What follows belongs to an exercise in optimizing a design on an open flow for small area and a short achievable clock period; a production flow would make more cautious choices.
The RTL was checked by simulation tests, not by an equivalence proof against the original design.

red:
// mlt_cplx
module mlt_cplx(in1, in2, op, clock);
input  [47:0] in1, in2;
input         clock;
output [47:0] op;
wire [6:0]  e_ar, e_ai, e_br, e_bi;
wire [16:0] f_ar, f_ai, f_br, f_bi;
wire [4:0]  t_ar, t_ai, t_br, t_bi;
wire [2:0]  c_ar, c_ai, c_br, c_bi;
fp_unpack u_ar (.x(in1[47:24]), .e(e_ar), .f(f_ar), .tz(t_ar), .c(c_ar));
fp_unpack u_ai (.x(in1[23:0]),  .e(e_ai), .f(f_ai), .tz(t_ai), .c(c_ai));
fp_unpack u_br (.x(in2[47:24]), .e(e_br), .f(f_br), .tz(t_br), .c(c_br));
fp_unpack u_bi (.x(in2[23:0]),  .e(e_bi), .f(f_bi), .tz(t_bi), .c(c_bi));
wire s_ar = in1[47], s_ai = in1[23], s_br = in2[47], s_bi = in2[23];
wire [23:0] rr, ii, ri, ir;
fp_mulr m1 (s_ar, e_ar, f_ar, t_ar, c_ar, s_br, e_br, f_br, t_br, c_br, rr);
fp_mulr m2 (s_ai, e_ai, f_ai, t_ai, c_ai, s_bi, e_bi, f_bi, t_bi, c_bi, ii);
fp_mulr m3 (s_ar, e_ar, f_ar, t_ar, c_ar, s_bi, e_bi, f_bi, t_bi, c_bi, ri);
fp_mulr m4 (s_ai, e_ai, f_ai, t_ai, c_ai, s_br, e_br, f_br, t_br, c_br, ir);
reg [23:0] p_rr, p_ii, p_ri, p_ir;
always @(posedge clock) begin
   p_rr <= rr;
   p_ii <= ii;
   p_ri <= ri;
   p_ir <= ir;
end
fp_add #(1) a_re (.a(p_rr), .b(p_ii), .z(op[47:24]));
fp_add #(0) a_im (.a(p_ri), .b(p_ir), .z(op[23:0]));
endmodule
export LEC_CHECK = 0
export CAP_MARGIN = 20
export CORE_MARGIN = 2
export CORE_UTILIZATION = 40
export SLEW_MARGIN = 20
export SYNTH_HIERARCHICAL = 1
create_clock -name core_clock -period 35.0 [get_ports {clock}]
standard.sh (not shown) runs the stock make flow with config.mk's settings and CLKGATE_MAP_FILE= SYNTH_SCRIPT=/design/flow/synth_recipe.tcl, a recipe that flattens the netlist after the stock synthesis.
==> flow/flow/run.sh <==
#!/bin/bash
# Layout flow for this design.
#  1. Synthesis: the standard flow's own synthesis script (ORFS synth.tcl, hierarchical
#     as set in config.mk), changed so that only the full adders of the
#     multiplier arrays (module fa_cell) are mapped to adder cells; the rest
#     of the logic is flattened just before ABC, which maps it in one piece
#     with flow/abc.script.  Yosys's early "abc -fast" pass is skipped so
#     that the adders stay as written.  Registers are untouched, so they keep
#     the names and cell types of the standard synthesis.
#  2. Floorplan to finish: the standard steps (standard.sh).
# Each tool's output goes to a log file of its own in this folder.
set -o pipefail
W=$(pwd)
S=$FLOW_HOME/scripts

# synthesis script
sed -e "s|^source \$::env(SCRIPTS_DIR)/synth_preamble.tcl\$|&\nset abc_args [list -script $W/flow/abc.script {*}\$lib_args {*}\$lib_dont_use_args -constr \$::env(OBJECTS_DIR)/abc.constr]|" \
    -e "s|^\(  *\)extract_fa {\*}\[dont_use_extract_fa_args\]\$|\1extract_fa {*}[dont_use_extract_fa_args] fa_cell|" \
    -e "s|^\(  *\)log_cmd abc {\*}\$abc_args\$|\1setattr -mod -unset keep_hierarchy\n\1flatten\n\1hierarchy -top \$::env(DESIGN_NAME)\n\1opt_clean -purge\n&|" \
    $S/synth.tcl > my_synth.tcl
sed -e "s|yosys synth -nofsm -noshare|yosys synth -nofsm -noshare -noabc|" \
    -e "s|^source \$::env(SCRIPTS_DIR)/synth.tcl\$|source $W/my_synth.tcl|" \
    synth_recipe.tcl > my_synth_recipe.tcl
diff $S/synth.tcl my_synth.tcl > my_synth.diff
diff synth_recipe.tcl my_synth_recipe.tcl > my_synth_recipe.diff

# the standard make command, for the synthesis target with the script above
MK=$(grep '^make ' standard.sh | sed -e "s|SYNTH_SCRIPT=[^ ]*|SYNTH_SCRIPT=$W/my_synth_recipe.tcl|" -e 's|"\${@:-finish}"|synth|')
eval "$MK" > synth.log 2>&1 || exit 1

# floorplan to finish: port buffers of plain buffers, and the timing repair
# aiming for extra setup slack (the clock and constraints are unchanged)
export BUFFER_PORTS_ARGS="-buffer_cell sky130_fd_sc_hd__buf_4"
export SETUP_SLACK_MARGIN=$(cat flow/margin.txt)
bash standard.sh > standard.log 2>&1
==> flow/flow/abc.script <==
strash
dch
map -B 0.9
topo
stime -c
buffer -c
upsize -c
dnsize -c
==> flow/flow/margin.txt <==
17
red: no failed stages, no open violations at the end
--- input diff red..blue ---
-- flow/flow/run.sh --
<<< red, line 6
#     of the logic is flattened just before ABC, which maps it in one piece
#     with flow/abc.script.  Yosys's early "abc -fast" pass is skipped so
#     that the adders stay as written.  Registers are untouched, so they keep
>>> blue, line 6
#     of the logic, except the multiplier arrays (module mul18), is
#     flattened just before ABC, which maps it with flow/abc.script.
#     Yosys's early "abc -fast" pass is skipped so that the adders stay as
#     written.  Registers are untouched, so they keep
<<< red, line 19
    -e "s|^\(  *\)log_cmd abc {\*}\$abc_args\$|\1setattr -mod -unset keep_hierarchy\n\1flatten\n\1hierarchy -top \$::env(DESIGN_NAME)\n\1opt_clean -purge\n&|" \
>>> blue, line 20
    -e "s|^\(  *\)log_cmd abc {\*}\$abc_args\$|\1setattr -mod -unset keep_hierarchy\n\1setattr -mod -set keep_hierarchy 1 mul18\n\1flatten\n\1hierarchy -top \$::env(DESIGN_NAME)\n\1opt_clean -purge\n&|" \
-- flow/flow/abc.script --
<<< red, line 2
dch
map -B 0.9
>>> blue, line 2
&get -n
&dch
&nf
&put
### Flow results
The slack of the critical path of blue was inferior to that of red. NOTE wire length red->blue decreased slightly. The endpoint of the worst setup timing path comes out p_ii[1] in one run and p_ii[12] in the other, namely in blue and red respectively. blue vs red, area added between synthesis and finish went up by 19 points. Compared red against blue; sequential cell count within noise. Diff red and blue: global placer's final weighted congestion higher in red. For design area, dividing the value from red by the value from blue gives 0.909. Diff red -> blue | number of instances in the synthesized netlist | down by more than a quarter.

---

Setup of garnet:
mlt_cplx again, from the RTL that the note above started with.
Settings: LEC_CHECK=0, CAP_MARGIN=20, CORE_MARGIN=2, CORE_UTILIZATION=40, SLEW_MARGIN=20, SYNTH_HIERARCHICAL=1; clock period 35.0 ns.
==> flow/flow/run.sh <==
#!/bin/bash
# Layout flow for this design.
#  1. Synthesis: the standard flow's own synthesis script (ORFS synth.tcl, hierarchical
#     as set in config.mk), changed so that only the full adders of the
#     multiplier arrays (module fa_cell) are mapped to adder cells; the rest
#     of the logic is flattened just before ABC, which maps it in one piece
#     with flow/abc.script.  Yosys's early "abc -fast" pass is skipped so
#     that the adders stay as written.  Registers are untouched, so they keep
#     the names and cell types of the standard synthesis.
#  2. Floorplan to finish: the standard steps (standard.sh).
# Each tool's output goes to a log file of its own in this folder.
set -o pipefail
W=$(pwd)
S=$FLOW_HOME/scripts

# synthesis script
sed -e "s|^source \$::env(SCRIPTS_DIR)/synth_preamble.tcl\$|&\nset abc_args [list -script $W/flow/abc.script {*}\$lib_args {*}\$lib_dont_use_args -constr \$::env(OBJECTS_DIR)/abc.constr]|" \
    -e "s|^\(  *\)extract_fa {\*}\[dont_use_extract_fa_args\]\$|\1extract_fa {*}[dont_use_extract_fa_args] fa_cell|" \
    -e "s|^\(  *\)log_cmd abc {\*}\$abc_args\$|\1setattr -mod -unset keep_hierarchy\n\1flatten\n\1hierarchy -top \$::env(DESIGN_NAME)\n\1opt_clean -purge\n&|" \
    $S/synth.tcl > my_synth.tcl
sed -e "s|yosys synth -nofsm -noshare|yosys synth -nofsm -noshare -noabc|" \
    -e "s|^source \$::env(SCRIPTS_DIR)/synth.tcl\$|source $W/my_synth.tcl|" \
    synth_recipe.tcl > my_synth_recipe.tcl
diff $S/synth.tcl my_synth.tcl > my_synth.diff
diff synth_recipe.tcl my_synth_recipe.tcl > my_synth_recipe.diff

# the standard make command, for the synthesis target with the script above
MK=$(grep '^make ' standard.sh | sed -e "s|SYNTH_SCRIPT=[^ ]*|SYNTH_SCRIPT=$W/my_synth_recipe.tcl|" -e 's|"\${@:-finish}"|synth|')
eval "$MK" > synth.log 2>&1 || exit 1

# floorplan to finish
bash standard.sh > standard.log 2>&1
==> flow/flow/abc.script <==
strash
dch
map -B 0.9
topo
stime -c
buffer -c
upsize -c
dnsize -c
> inputs changed (garnet -> nickel)
- an added GPL_TIMING_DRIVEN of 0
- an added ABC_AREA of 1
==> flow/flow/run.sh <==
#!/bin/bash
# The standard layout, with the port buffers made of plain buffers and the
# timing repair aiming for extra setup slack.
export BUFFER_PORTS_ARGS="-buffer_cell sky130_fd_sc_hd__buf_4"
export SETUP_SLACK_MARGIN=16
bash standard.sh > standard.log 2>&1
removed: flow/flow/abc.script
- Relative to garnet, nickel degrades number of design-rule violations left by the first detailed-router iteration.
- From garnet to nickel the numbers moved as follows: clock transition time at the flip-flop clock pins of the worst setup and hold paths did not really move, die area up about 12%, setup slack now sits higher, first-pass GRT wire length higher.
#### Input delta (willow over nickel)
- a deleted GPL_TIMING_DRIVEN that had been 0
- a change of CORE_UTILIZATION from 40 to 60
==> flow/run.sh (new file) <==
#!/bin/bash
# synth_recipe.tcl (not shown) runs the flow's synth.tcl, then flattens the netlist and writes it again
# the make line also repeats each setting of config.mk as NAME=value (left out here)
make -C /OpenROAD-flow-scripts/flow DESIGN_CONFIG=/design/flow/config.mk WORK_HOME=/design/flow/orfs CLKGATE_MAP_FILE= SYNTH_SCRIPT=/design/flow/synth_recipe.tcl finish
removed: flow/flow/run.sh
removed: flow/standard.sh
Results
willow: ratio of final minimum period to clock period higher than nickel
First-pass GRT wire length in willow is 31000 um below nickel.
nickel has a higher routed wire length than willow.
Delta (willow minus nickel): count of clock-buffer cells in the layout rose by 1, worst path arrival time fell by 5.65 ns.
What umber does differently from willow at the input level:
- GPL_TIMING_DRIVEN now 0, previously not set
- CORE_UTILIZATION now 40, was 60
--- outcome ---
Compared with willow, in umber multi-input gate share of the layout cell area now smaller; maximum frequency increased 5.1%.
Largest net degree at the start of global routing for umber: 57 down relative to willow
Relative to willow, final-layout clock buffer total has gone down in umber.
Synthesis-to-finish area growth | umber above willow
--- input diff umber..cedar ---
- removing ABC_AREA (formerly 1)
- removing GPL_TIMING_DRIVEN (formerly 0)
==> flow/flow/run.sh (new file) <==
#!/bin/bash
# Layout flow for this design.
#  1. Synthesis: the standard flow's own synthesis script (ORFS synth.tcl, hierarchical
#     as set in config.mk), changed so that only the full adders of the
#     multiplier arrays (module fa_cell) are mapped to adder cells; the rest
#     of the logic, except the multiplier arrays (module mul18), is
#     flattened just before ABC, which maps it with flow/abc.script.
#     Yosys's early "abc -fast" pass is skipped so that the adders stay as
#     written.  Registers are untouched, so they keep
#     the names and cell types of the standard synthesis.
#  2. Floorplan to finish: the standard steps (standard.sh).
# Each tool's output goes to a log file of its own in this folder.
set -o pipefail
W=$(pwd)
S=$FLOW_HOME/scripts

# synthesis script
sed -e "s|^source \$::env(SCRIPTS_DIR)/synth_preamble.tcl\$|&\nset abc_args [list -script $W/flow/abc.script {*}\$lib_args {*}\$lib_dont_use_args -constr \$::env(OBJECTS_DIR)/abc.constr]|" \
    -e "s|^\(  *\)extract_fa {\*}\[dont_use_extract_fa_args\]\$|\1extract_fa {*}[dont_use_extract_fa_args] fa_cell|" \
    -e "s|^\(  *\)log_cmd abc {\*}\$abc_args\$|\1setattr -mod -unset keep_hierarchy\n\1setattr -mod -set keep_hierarchy 1 mul18\n\1flatten\n\1hierarchy -top \$::env(DESIGN_NAME)\n\1opt_clean -purge\n&|" \
    $S/synth.tcl > my_synth.tcl
sed -e "s|yosys synth -nofsm -noshare|yosys synth -nofsm -noshare -noabc|" \
    -e "s|^source \$::env(SCRIPTS_DIR)/synth.tcl\$|source $W/my_synth.tcl|" \
    synth_recipe.tcl > my_synth_recipe.tcl
diff $S/synth.tcl my_synth.tcl > my_synth.diff
diff synth_recipe.tcl my_synth_recipe.tcl > my_synth_recipe.diff

# the standard make command, for the synthesis target with the script above
MK=$(grep '^make ' standard.sh | sed -e "s|SYNTH_SCRIPT=[^ ]*|SYNTH_SCRIPT=$W/my_synth_recipe.tcl|" -e 's|"\${@:-finish}"|synth|')
eval "$MK" > synth.log 2>&1 || exit 1

# floorplan to finish: port buffers of plain buffers, and the timing repair
# aiming for extra setup slack (the clock and constraints are unchanged)
export BUFFER_PORTS_ARGS="-buffer_cell sky130_fd_sc_hd__buf_4"
export SETUP_SLACK_MARGIN=$(cat flow/margin.txt)
bash standard.sh > standard.log 2>&1
==> flow/flow/abc.script (new file) <==
strash
dch
map -B 0.9
topo
stime -c
buffer -c
upsize -c
dnsize -c
==> flow/flow/margin.txt (new file) <==
16.5
==> flow/standard.sh (new file) <==
#!/bin/bash
# synth_recipe.tcl (not shown) runs the flow's synth.tcl, then flattens the netlist and writes it again
# the make line also repeats each setting of config.mk as NAME=value (left out here)
make -C /OpenROAD-flow-scripts/flow DESIGN_CONFIG=/design/flow/config.mk WORK_HOME=/design/flow/orfs CLKGATE_MAP_FILE= SYNTH_SCRIPT=/design/flow/synth_recipe.tcl "${@:-finish}"
removed: flow/run.sh
Findings:
[cedar vs umber] buffering overhead: lower in cedar
Diff umber -> cedar: starting utilization of the core area roughly the same, area of the placeable core now sits lower, number of fillers in the final layout lower.
From umber to cedar the numbers moved as follows: utilization -0.42 points, shortest period the worst path allows lost 1.19 ns, netlist area before placement now smaller, slew of the pin with the lowest slew margin down 0.085 ns.
Summary of the comparison: area growth from synthesis to layout is lower in cedar, relative to umber.
When cedar is measured against umber, its critical path depth turns out about 20% lower.
cedar ended up with o21ai_4 as its master of the slowest instance on the critical path; umber ended up with clkdlybuf4s50_1.
When the final numbers for umber and cedar were put side by side, the clock tree buffer count of the final layout turned out to be greater in cedar.

---

Another version of the RTL of mlt_cplx (not shown whole).
For scale: about 12000 cells after synthesis, roughly 96 flip-flops, ~0.072 mm² of cells after synthesis.
Settings: LEC_CHECK=0, CAP_MARGIN=20, CORE_MARGIN=2, CORE_UTILIZATION=40, SLEW_MARGIN=20, SYNTH_HIERARCHICAL=1; clock period 35.0 ns.
==> flow/flow/run.sh <==
#!/bin/bash
# Layout flow for this design.
#  1. Synthesis: the standard flow's own synthesis script (ORFS synth.tcl, hierarchical
#     as set in config.mk), changed so that only the full adders of the
#     multiplier arrays (module fa_cell) are mapped to adder cells; the rest
#     of the logic, except the multiplier arrays (module mul18), is
#     flattened just before ABC, which maps it with flow/abc.script.
#     Yosys's early "abc -fast" pass is skipped so that the adders stay as
#     written.  Registers are untouched, so they keep
#     the names and cell types of the standard synthesis.
#  2. Floorplan to finish: the standard steps (standard.sh).
# Each tool's output goes to a log file of its own in this folder.
set -o pipefail
W=$(pwd)
S=$FLOW_HOME/scripts

# synthesis script
sed -e "s|^source \$::env(SCRIPTS_DIR)/synth_preamble.tcl\$|&\nset abc_args [list -script $W/flow/abc.script {*}\$lib_args {*}\$lib_dont_use_args -constr \$::env(OBJECTS_DIR)/abc.constr]|" \
    -e "s|^\(  *\)extract_fa {\*}\[dont_use_extract_fa_args\]\$|\1extract_fa {*}[dont_use_extract_fa_args] fa_cell|" \
    -e "s|^\(  *\)log_cmd abc {\*}\$abc_args\$|\1setattr -mod -unset keep_hierarchy\n\1setattr -mod -set keep_hierarchy 1 mul18\n\1flatten\n\1hierarchy -top \$::env(DESIGN_NAME)\n\1opt_clean -purge\n&|" \
    $S/synth.tcl > my_synth.tcl
sed -e "s|yosys synth -nofsm -noshare|yosys synth -nofsm -noshare -noabc|" \
    -e "s|^source \$::env(SCRIPTS_DIR)/synth.tcl\$|source $W/my_synth.tcl|" \
    synth_recipe.tcl > my_synth_recipe.tcl
diff $S/synth.tcl my_synth.tcl > my_synth.diff
diff synth_recipe.tcl my_synth_recipe.tcl > my_synth_recipe.diff

# the standard make command, for the synthesis target with the script above
MK=$(grep '^make ' standard.sh | sed -e "s|SYNTH_SCRIPT=[^ ]*|SYNTH_SCRIPT=$W/my_synth_recipe.tcl|" -e 's|"\${@:-finish}"|synth|')
eval "$MK" > synth.log 2>&1 || exit 1

# floorplan to finish: port buffers of plain buffers, and the timing repair
# aiming for extra setup slack (the clock and constraints are unchanged)
export BUFFER_PORTS_ARGS="-buffer_cell sky130_fd_sc_hd__buf_4"
export SETUP_SLACK_MARGIN=$(cat flow/margin.txt)
bash standard.sh > standard.log 2>&1
==> flow/flow/abc.script <==
strash
dch
map -B 0.9
topo
stime -c
buffer -c
upsize -c
dnsize -c
==> flow/flow/margin.txt <==
18.5
The first run produced a clean layout.
Then changed:
==> flow/flow/margin.txt (replaced) <==
19.5
The changed run ran to the end with no violations; routed wire length is higher slightly; critical path depth came out higher by 2; setup slack gets better by 760 ps; fmax rose by a few percent; die area stays the same; design area went up by a few percent; global-route usage is about the same.
Then changed:
Settings changed: CORE_UTILIZATION 40 to 55, PLACE_DENSITY from default to 0.75.
Sequential cell count is unchanged.
First-iteration DRC count grows by about a fifth.
Then changed:
==> flow/flow/margin.txt (replaced) <==
19.0
Settings changed: CORE_UTILIZATION 55 to 40.
=>
- cell area went down by 1.1%
- via count fell by 2.6%
- routed wire length decreases by 4.7%
- sequential cell count stays the same
- utilization falls by 16 points
- die area came out higher by 37%

## separate check: timing with driven ports
In the flow no input, the clock included, has a driving cell. The finished layouts below were timed again as built, in two steps. Step 1 sets driving cells, clkbuf_16 on the clock port and buf_2 on the other inputs (assumed; they add their load-dependent delay and slew). Step 2 adds t to the input delays and takes it off the output delays; t is the mean of the earliest and latest rising clock arrival at the registers after step 1. Input paths then give back, and output paths get back, about the clock's delay inside the block. a / b / c = no drivers / after step 1 / after step 2; a / b = the first two.
run	t, ns	setup slack, ns	worst setup path at the end	clock arrival spread, ns	worst register clock-pin slew, ns
red	0.459	17.606 / 17.638 / 17.180	input to register	0.006 / 0.007	0.07 / 0.07
blue	0.430	16.235 / 16.166 / 15.736	input to register	0.007 / 0.006	0.07 / 0.07
garnet	0.462	14.553 / 14.590 / 14.128	input to register	0.013 / 0.014	0.08 / 0.08
nickel	0.417	16.690 / 16.728 / 16.310	input to register	0.016 / 0.015	0.08 / 0.08
willow	0.458	15.039 / 14.959 / 15.417	register to output	0.013 / 0.014	0.08 / 0.08
umber	0.426	16.000 / 15.940 / 15.760	input to register	0.016 / 0.015	0.08 / 0.08
cedar	0.424	17.187 / 17.215 / 16.790	input to register	0.007 / 0.007	0.07 / 0.07
the first run of note 3	0.423	19.183 / 19.145 / 18.722	input to register	0.012 / 0.012	0.08 / 0.08
the second run of note 3	0.427	19.939 / 19.907 / 19.480	input to register	0.012 / 0.012	0.08 / 0.08
the third run of note 3	0.427	19.964 / 19.969 / 19.541	input to register	0.022 / 0.023	0.09 / 0.09
the fourth run of note 3	0.427	19.493 / 19.520 / 19.093	input to register	0.009 / 0.009	0.07 / 0.07
After both steps setup and hold are still met in every run listed. For blue, which loses most, drivers alone change the setup slack by -0.069 ns; drivers and shift together by -0.499 ns.
